From an optimization exercise on the open Yosys and OpenROAD flow, aimed at small area and a short achievable clock period; shortcuts taken in it are not production practice. Function was not checked in any run shown here: the RTL went through the layout flow alone. Power is estimated from default activity; no workload was simulated.

===== design/flow/run.sh =====
#!/bin/bash
# synth_recipe.tcl (not shown) runs the flow's synth.tcl, then flattens the netlist and writes it again
# the make line also repeats each setting of config.mk as NAME=value (left out here)
make -C /OpenROAD-flow-scripts/flow DESIGN_CONFIG=/design/flow/config.mk WORK_HOME=/design/flow/orfs CLKGATE_MAP_FILE= SYNTH_SCRIPT=/design/flow/synth_recipe.tcl finish

===== design/flow/constraint.sdc =====
create_clock -name core_clock -period 12.5 [get_ports {clock}]
set_input_delay 2.5000 -clock core_clock [delete_from_list [all_inputs] [get_ports {clock}]]
set_output_delay 2.5000 -clock core_clock [all_outputs]
set_load 0.01 [all_outputs]

===== design/flow/config.mk =====
export PLATFORM = sky130hd
export DESIGN_NAME = single_cycle_cpu_interrupt
export DESIGN_NICKNAME = single_cycle_cpu_interrupt
export VERILOG_FILES = /design/flow/design.v
export SDC_FILE = /design/flow/constraint.sdc
export NUM_CORES = 4
export LEC_CHECK = 0
export CAP_MARGIN = 20
export CORE_MARGIN = 2
export CORE_UTILIZATION = 50
export SETUP_SLACK_MARGIN = 4
export SLEW_MARGIN = 20
export SYNTH_HIERARCHICAL = 1
export SYNTH_MINIMUM_KEEP_SIZE = 0

===== design/flow/design.v =====
`timescale 1ns / 1ps
module single_cycle_cpu_interrupt (clock, resetn, inst, d_f_mem, pc, m_addr, d_t_mem, wmem, rmem, intr0, intr1);
    input  clock, resetn;
    input  [31:0] inst;
    input  [31:0] d_f_mem;
    output [31:0] pc;
    output [31:0] m_addr;
    output [31:0] d_t_mem;
    output wmem;
    output rmem;
    input  intr0;
    input  intr1;
    wire [5:0]  op  = inst[31:26];
    wire [4:0]  rs  = inst[25:21];
    wire [4:0]  rt  = inst[20:16];
    wire [4:0]  rd  = inst[15:11];
    wire [4:0]  sa  = inst[10:6];
    wire [5:0]  fn  = inst[5:0];
    wire [15:0] imm = inst[15:0];
    wire rtype  = (op == 6'h00);
    wire i_add  = rtype & (fn == 6'h20);
    wire i_sub  = rtype & (fn == 6'h22);
    wire i_and  = rtype & (fn == 6'h24);
    wire i_or   = rtype & (fn == 6'h25);
    wire i_xor  = rtype & (fn == 6'h26);
    wire i_slt  = rtype & (fn == 6'h2a);
    wire i_shf  = rtype & (fn[5:3] == 3'b000) & (fn[1:0] != 2'b01);   
    wire i_jr   = rtype & (fn == 6'h08);
    wire i_addi = (op == 6'h08);
    wire i_andi = (op == 6'h0c);
    wire i_ori  = (op == 6'h0d);
    wire i_xori = (op == 6'h0e);
    wire i_slti = (op == 6'h0a);
    wire i_lw   = (op == 6'h23);
    wire i_sw   = (op == 6'h2b);
    wire i_beq  = (op == 6'h04);
    wire i_bne  = (op == 6'h05);
    wire i_lui  = (op == 6'h0f);
    wire i_j    = (op == 6'h02);
    wire i_jal  = (op == 6'h03);
    wire i_eret = (op == 6'h10) & inst[25] & (fn == 6'h18);
    wire wreg = i_add | i_sub | i_and | i_or | i_xor | i_slt | i_shf |
                i_addi | i_andi | i_ori | i_xori | i_slti | i_lw | i_lui | i_jal;
    wire [4:0] dest = i_jal ? 5'd31 : (rtype ? rd : rt);
    wire [31:0] wd;
    wire [31:1] we;
    wire [31:0] q [1:31];
    genvar g, i;
    generate
        for (g = 1; g < 32; g = g + 1) begin : R
            assign we[g] = wreg & (dest == g);
            wire [31:0] d;
            reg  [31:0] r;
            always @(posedge clock) r <= d;
            assign q[g] = r;
            for (i = 0; i < 32; i = i + 1) begin : B
                rf_hold h (.we(we[g]), .wen(~we[g]), .d(wd[i]), .q(r[i]), .y(d[i]));
            end
        end
    endgenerate
    wire [32:0] sela, selb;
    generate
        for (g = 1; g < 32; g = g + 1) begin : S
            assign sela[g] = (rs == g);
            assign selb[g] = (rt == g);
        end
    endgenerate
    assign sela[0] = 1'b0; assign sela[32] = 1'b0;
    assign selb[0] = 1'b0; assign selb[32] = 1'b0;
    wire [31:0] a, b;
    generate
        for (i = 0; i < 32; i = i + 1) begin : P
            wire [10:0] na, nb;
            for (g = 0; g < 11; g = g + 1) begin : G
                rf_sel3 ua (.s0(sela[3*g]), .s1(sela[3*g+1]), .s2(sela[3*g+2]),
                            .d0(3*g   == 0 ? 1'b0 : q[3*g   == 0 ? 1 : 3*g  ][i]),
                            .d1(q[3*g+1][i]),
                            .d2(3*g+2 > 31 ? 1'b0 : q[3*g+2 > 31 ? 31 : 3*g+2][i]),
                            .y(na[g]));
                rf_sel3 ub (.s0(selb[3*g]), .s1(selb[3*g+1]), .s2(selb[3*g+2]),
                            .d0(3*g   == 0 ? 1'b0 : q[3*g   == 0 ? 1 : 3*g  ][i]),
                            .d1(q[3*g+1][i]),
                            .d2(3*g+2 > 31 ? 1'b0 : q[3*g+2 > 31 ? 31 : 3*g+2][i]),
                            .y(nb[g]));
            end
            assign a[i] = ~&na;
            assign b[i] = ~&nb;
        end
    endgenerate
    wire        sext   = i_addi | i_lw | i_sw;
    wire [31:0] immx   = {{16{sext & imm[15]}}, imm};
    wire        use_b  = rtype | i_beq | i_bne;
    wire [31:0] opb    = use_b ? b : immx;
    wire        subx   = rtype ? (fn[1] | fn[3]) : i_slti;   
    wire [32:0] sum    = {1'b0, a} + {1'b0, opb ^ {32{subx}}} + {32'h0, subx};
    wire        lt     = ~sum[32];                           
    wire [31:0] x_and = a & opb;
    wire [31:0] x_or  = a | opb;
    wire [31:0] x_xor = a ^ opb;
    wire        eq    = ~|x_xor;
    wire        left  = ~fn[1];
    wire        fill  = fn[0] & b[31];
    wire [4:0]  shamt = fn[2] ? a[4:0] : sa;
    wire        big   = fn[2] & (|a[31:5]);
    reg  [31:0] bx, sr, shres;
    integer k;
    always @(*) begin
        for (k = 0; k < 32; k = k + 1) bx[k] = left ? b[31-k] : b[k];
        sr = $signed({fill, bx}) >>> shamt;
        if (big) sr = {32{fill}};
        for (k = 0; k < 32; k = k + 1) shres[k] = left ? sr[31-k] : sr[k];
    end
    reg  [31:0] pc, epc;
    reg         ie;
    wire [31:0] pc4   = pc + 32'd4;
    wire [31:0] brt   = pc4 + {{14{imm[15]}}, imm, 2'b00};
    wire [31:0] jt    = {pc4[31:28], inst[25:0], 2'b00};
    wire        taken = (i_beq & eq) | (i_bne & ~eq);
    wire [31:0] next_pc = i_jr ? a : (i_j | i_jal) ? jt : taken ? brt : pc4;
    wire sel_add = i_add | i_sub | i_addi;
    wire sel_lt  = i_slt | i_slti;
    wire sel_and = i_and | i_andi;
    wire sel_or  = i_or  | i_ori;
    wire sel_xor = i_xor | i_xori;
    assign wd = ({32{sel_add}} & sum[31:0]) |
                ({32{sel_lt }} & {31'h0, lt}) |
                ({32{sel_and}} & x_and) |
                ({32{sel_or }} & x_or) |
                ({32{sel_xor}} & x_xor) |
                ({32{i_shf  }} & shres) |
                ({32{i_lui  }} & {imm, 16'h0}) |
                ({32{i_jal  }} & pc4) |
                ({32{i_lw   }} & d_f_mem);
    assign m_addr  = sum[31:0];
    assign d_t_mem = b;
    assign wmem    = i_sw;
    assign rmem    = i_lw;
    always @(posedge clock or negedge resetn) begin
        if (!resetn) begin
            pc  <= 32'h0;
            epc <= 32'h0;
            ie  <= 1'b1;
        end else if (i_eret) begin
            pc  <= epc;
            ie  <= 1'b1;
        end else if (ie && (intr0 || intr1)) begin
            epc <= next_pc;
            pc  <= intr0 ? 32'h08 : 32'h10;
            ie  <= 1'b0;
        end else begin
            pc  <= next_pc;
        end
    end
endmodule
module rf_hold (we, wen, d, q, y);
    input we, wen, d, q;
    output y;
    assign y = (we & d) | (wen & q);
endmodule
module rf_sel3 (s0, s1, s2, d0, d1, d2, y);
    input s0, s1, s2, d0, d1, d2;
    output y;
    assign y = ~((s0 & d0) | (s1 & d1) | (s2 & d2));
endmodule

==> results.py, run 1 <==
metrics = {
    "status": {
        "status": "timing/DRC/antenna clean",
    },
    "floorplan": {
        "core-area_um2": 100400,
        "num_io_pins": 166,
        "rows": 116,
        "dieArea_um2": 104300,
        "start_util": 0.5063,
        "die_h_um": 322.9,
        "die-width_um": 322.9,
    },
    "yosys": {
        "yosysMostFrequentCell": "a22o_1",
        "synth_xor_area_frac": 0.01998,
        "synth_common_cells": "1011 x a22o_1, 992 x dfxtp_1, 729 x a222oi_1, 211 x nand2_1, 177 x nor2_1",
        "synth_top_area_frac": 0.3905,
        "yosysWarnings": 7,
        "synthArstFlopShare": 0.06149,
        "synth_area_um2": 50850,
        "synth_edf_count": 0,
        "synthCells": 4853,
        "synth_top_family_by_area": "compound AO/OA/AOI/OAI gates",
        "synth-compound-area-share": 0.3908,
        "post_synth_mux_area_share": 0.02817,
        "ys_seq_area_frac": 0.4226,
        "ys_types": 87,
        "ys.flop_type": "dfxtp_1",
        "yosys.area_share.adder": 0.03154,
        "synth-simple-area-share": 0.08578,
        "synth_area_leaders": "dfxtp_1 39%, a22o_1 17%, a222oi_1 14%",
        "synth_top_cell_by_area": "dfxtp_1",
        "synth.ff_latch_count": 1057,
        "syn_area_per_cell_um2": 10.48,
    },
    "critical_path": {
        "crit_family": "simple AND/OR/NAND/NOR gates",
        "r2r_cells": 18,
        "setup.worst_path.class": "in2out",
        "reg2reg_slack_ps": 6040,
        "worstPathArrival_ps": 7550,
        "r2r_end": "epc[26]$_DFFE_PN0P_",
        "cp_common_cell": "buf_6",
        "r2r_start": "R[24].r[3]$_DFF_P_",
        "cp.required_ps": 10000,
        "cp_slowest_cell": "nor2_4",
        "worstPathCellList": "buf_6 > nand3b_1 > buf_12 > nor2_4 > buf_6 > a222oi_1 > nand4_1 > nor2_4 > nand4_1 > buf_6 > ha_2 > a21o_1 > a21o_1 > a21oi_2 > o211ai_1 > or2_4 > a31oi_4 > buf_12 > o21bai_4 > a21oi_2 > xnor2_1 > buf_2",
        "critPathMaxFanout": 19,
        "cp-start-kind": "input pin",
        "crit_path_end_kind": "output port",
        "cp.buffers_inverters": 6,
        "crit_path_max_incr_delay_ps": 540,
    },
    "sta": {
        "slew_headroom": 0.1456,
        "whs_ps": 479.7,
        "skew_ps": 49.50,
        "clock.fmax_mhz": 99.46,
        "drv_slew": 0,
        "finalSetupViolations": 0,
        "min_period_ps": 10050,
        "rsz0062_at_grt": "yes",
        "tightest_slew_ps": 1281,
        "fin_tns_setup_ps": 0,
        "period_share": 0.8043,
        "hold_viol": 0,
    },
    "final_layout": {
        "drive_gt1_frac": 0.2043,
        "utilization": 0.6561,
        "fillers": 8083,
        "area_growth_pct": 29.59,
        "fin_area_um2": 65900,
        "instances_no_fill": 7328,
        "nNetsFinal": 6057,
    },
    "flow_run": {
        "drv_cap": 0,
    },
    "routing": {
        "drc": 0,
        "totalWireLength_um": 289400,
        "num_vias": 58160,
        "drt_iter0_drc": 15010,
        "drtPass1Iterations": 15,
        "antenna_left": 0,
        "viasPerCell": 7.937,
        "wl_per_cell_um": 39.49,
    },
    "power_and_ir_drop": {
        "power_leakage_uw": 0.02618,
        "p_per_area_nw_per_um2": 137.9,
        "ir_drop_mv": 0.1268,
    },
    "clock_network": {
        "clock_sinks": 1057,
        "cts_buffers": 108,
        "clk_pin_slew_ps": 60,
        "cts_root_buffer": "clkbuf_16",
        "htree_levels": 3,
        "cts_buffer_depth": 3,
        "cts_tree": "done",
        "clk_latency_ps": 760,
        "holdBufCountCts": 0,
    },
    "min_path": {
        "hp-class": "reg2reg",
        "hold_end": "pc[6]$_DFF_PN0_",
        "hold_path_depth": 2,
        "hp-start": "epc[6]$_DFFE_PN0P_",
    },
    "placement": {
        "dp.cells": 6808,
        "place_congestion": 1.097,
        "place_area_um2": 57990,
        "dpl.hpwl_um": 190600,
        "port_buffers": 165,
    },
    "global_routing": {
        "grt_pass1_wl_um": 397000,
        "antenna_found_initial": 29,
        "track_usage": 0.5281,
        "grt_overflow_total": 0,
        "grt_pass1_vias": 52400,
        "grt_max_degree": 66,
    },
}
==> registers in the layout, indices dropped and copies added, names as in the netlist <==
signal	count
pc	32
epc	32
ie	1
R.r	992
==> Yosys stat by module (local to each module, per instance) <==
module,flip-flops and latches,cells inside,area [um2]
rf_hold,0,1,8.758
rf_sel3,0,1,10.01
single_cycle_cpu_interrupt,1057,3157,35110
==> final cells by class <==
type                       count  area [um2]  share of cell area
tap                         1357        1698             0.02577
clock buffer                 151        3137             0.04760
antenna                       20       50.05           0.0007595
multi-input combinational   3784       31500              0.4781
sequential                  1057       21490              0.3261
clock inverter                48       590.6            0.008962
inverter                     154       578.1            0.008772
timing repair buffer         757        6854              0.1040
==> kinds of logic (layout without fill, tap and decap cells) <==
| logic type | count (synthesis) | in the layout |
|---|---|---|
| compound gates | 2302 | 2302 |
| xor+xnor | 116 | 116 |
| fa+ha+maj | 127 | 127 |
| buf+inv | 275 | 1110 |
| flops | 1057 | 1057 |
| mux | 98 | 98 |
| other cells | 1 | 276 |
| simple gates | 877 | 885 |
==> stage by stage <==
step / total power, uW / setup slack, ps
after global placement: 5383 / 232.9
after detailed placement: 5389 / 399.5
after floorplan: 4619 / 3174
after CTS: 8871 / 2827
final: 9085 / 2446
after global routing: 9255 / 2454
==> cell usage in the layout, fill, tap and decap left out, types with 33 or more instances in the layout <==
cell type        instances
xor2_1                  33
a22o_1                1011
mux2i_1                 43
a222oi_1               729
inv_1                  147
nand3_1                 91
nand4_1                155
dfrtp_1                 64
buf_12                  40
buf_4                  485
nand2_1                185
ha_1                   111
clkdlybuf4s50_1        122
conb_1                 256
a21oi_1                115
buf_6                   64
mux4_2                  34
o21ai_0                106
nor2_4                  52
nor2_1                 115
dfxtp_1                992
nor3_1                  36
xnor2_1                 57
a21o_1                  39
clkbuf_16              113
==> worst max path at each step <==
stage | endpoint | cells after the start | startpoint | slack, ps
6_report | m_addr[27] | 22 | inst[25] | 2450
5_1_grt | m_addr[27] | 22 | inst[25] | 2450
4_1_cts | m_addr[29] | 26 | inst[19] | 2830
3_5_place_dp | m_addr[30] | 23 | inst[19] | 400
3_3_place_gp | m_addr[28] | 24 | inst[19] | 230
2_1_floorplan | m_addr[28] | 19 | inst[16] | 3170
==> report_power, final <==
group | total [uW] | switching, uW | internal (uW)
logic | 2070 | 1270 | 807
clock network | 3430 | 1490 | 1940
registers | 3580 | 113 | 3470
==> per-layer routing <==
metal	up-vias	track usage	share of wire
met5	-	0.02269	0.0014
met4	32	0.3858	0.099
met3	1535	0.2507	0.18
met2	5778	0.7252	0.38
met1	27770	0.6377	0.34
li1	23040	-	-
==> what timing repair did <==
item                        CTS  global route
setup buffers               227            60
hold endpoints to repair      0             0
pin swaps                   220           129
cloned                        8             5
setup endpoints to repair  1107           262
gates resized for setup     442            85
==> worst reg2reg max path: stages, from the launching register on <==
cell      delay [ps]
dfxtp_1          330
a222oi_1         490
nand3_1          410
nor3_4           310
buf_6            180
nor2_2            40
a21oi_2          160
buf_4            130
buf_4            100
inv_1             40
ha_1             370
nor4_1           850
nand4_1          520
o21ai_0          360
a21o_1           600
nand2_1          540
o221ai_1         430
o22ai_1          180
mux2_2           310
==> inputs of run 2 (changes only) <==
--- a/design/flow/config.mk
+++ b/design/flow/config.mk
@@ -8,7 +8,7 @@
 export CAP_MARGIN = 20
 export CORE_MARGIN = 2
 export CORE_UTILIZATION = 50
-export SETUP_SLACK_MARGIN = 4
+export SETUP_SLACK_MARGIN = 5
 export SLEW_MARGIN = 20
 export SYNTH_HIERARCHICAL = 1
 export SYNTH_MINIMUM_KEEP_SIZE = 0
==> run 2 against run 1 <==
  * The flow now stops in global routing (5_1_grt)
  * Area after synthesis is the same
  * Synthesized cell count is the same
==> results.py, run 2 <==
metrics = {
    "yosys": {
        "post_synth_mux_area_share": 0.02817,
        "synth_xor_area_frac": 0.01998,
        "synth-compound-area-share": 0.3908,
        "synth_common_cells": "1011 x a22o_1, 992 x dfxtp_1, 729 x a222oi_1, 211 x nand2_1, 177 x nor2_1",
        "yosysWarnings": 7,
        "synth_top_family_by_area": "compound AO/OA/AOI/OAI gates",
        "synth_area_um2": 50850,
        "ys_seq_area_frac": 0.4226,
        "synth_area_leaders": "dfxtp_1 39%, a22o_1 17%, a222oi_1 14%",
        "ys_types": 87,
        "synth_top_cell_by_area": "dfxtp_1",
        "synth_edf_count": 0,
        "synth-simple-area-share": 0.08578,
        "yosys.area_share.adder": 0.03154,
        "synthCells": 4853,
        "synth_top_area_frac": 0.3905,
        "yosysMostFrequentCell": "a22o_1",
        "syn_area_per_cell_um2": 10.48,
        "synthArstFlopShare": 0.06149,
        "synth.ff_latch_count": 1057,
        "ys.flop_type": "dfxtp_1",
    },
    "clock_network": {
        "clock_sinks": 1057,
        "cts_root_buffer": "clkbuf_16",
        "holdBufCountCts": 0,
        "cts_buffer_depth": 3,
        "cts_buffers": 108,
        "htree_levels": 3,
    },
    "floorplan": {
        "die-width_um": 322.9,
        "start_util": 0.5063,
        "rows": 116,
        "num_io_pins": 166,
        "die_h_um": 322.9,
    },
    "placement": {
        "dp.cells": 6825,
        "place_congestion": 1.086,
        "port_buffers": 165,
        "pre_cts_slack_ps": 349.4,
        "dpl.hpwl_um": 190400,
    },
    "status": {
        "toolErrorMsg": "[ERROR GRT-0232] Routing congestion too high. Check the congestion heatmap in the GUI.",
        "haltStage": "global routing (5_1_grt)",
        "status": "aborted with a tool error",
    },
    "global_routing": {
        "grt_overflow_total": 1,
        "grt_max_degree": 66,
        "track_usage": 0.5618,
    },
}
-- run 2: cell counts after synthesis --
Identical to the previous run, type by type.
-- run 2: how the worst max path moves through the flow --
stage / start / end
after floorplan: inst[16] / m_addr[28]
after global placement: inst[18] / m_addr[28]
after detailed placement: inst[18] / m_addr[28]
after CTS: inst[19] / m_addr[30]
-- run 2: power groups by stage --
stage               Combinational [uW]  Sequential (uW)  Clock (uW)
floorplan                          998             3630           0
global placement                  1760             3640           0
detailed placement                1770             3640           0
CTS                               1960             3570        3550
-- run 2: cells by family after synthesis --
kind of cell / count (synthesis)
compound gates: 2302
xor+xnor: 116
fa+ha+maj: 127
buf+inv: 275
flops: 1057
mux: 98
other cells: 1
simple gates: 877
-- run 2: routing by layer --
| metal | GRT usage | GRT overflow |
|---|---|---|
| met5 | 0.03657 | 0 |
| met4 | 0.4608 | 0 |
| met3 | 0.3201 | 0 |
| met2 | 0.7418 | 0 |
| met1 | 0.6489 | 1 |
-- run 2: what timing repair did --
item                        CTS
gates resized for setup     672
pin swaps                   288
setup endpoints to repair  1116
cloned                       20
setup buffers               299
-- run 2: stage by stage --
| step | cell area [um2] | power (uW) |
|---|---|---|
| 2_1_floorplan | 52690 | 4626 |
| 3_3_place_gp | 58220 | 5400 |
| 3_5_place_dp | 58240 | 5408 |
| 4_1_cts | 66620 | 9087 |
-- run 2: Yosys stat by module, one instance, submodules excluded --
module,cells,copies in the design,flops+latches
rf_hold,1,992,0
rf_sel3,1,704,0
single_cycle_cpu_interrupt,3157,1,1057

[what the ideal ports hide]
No port has a modelled driver above. Below, the same layout with a new extraction and two added sets of constraints.
Step 1: set_driving_cell puts a clkbuf_16 on clock and a buf_2 on each other input, an assumption about the parent block.
Step 2, shift: input delay + t, output delay - t, t = (earliest + latest rising clock arrival at the registers) / 2. This alone moves slack from input paths to output paths.
a / b / c = no drivers / after step 1 / after step 2; a / b = the first two.
run: run 1
shift t [ns]: 0.812
slack for setup (ns): 2.446 / 2.285 / 2.285
worst hold slack (ns): 0.480 / 0.480 / 0.480
latest minus earliest clock arrival (ns): 0.050 / 0.049
slew at the worst register clock pin (ns): 0.08 / 0.08
After both steps run 1 still meets setup and hold. The setup slack of run 1 moves by -0.161 ns with the drivers and by -0.161 ns with both steps.
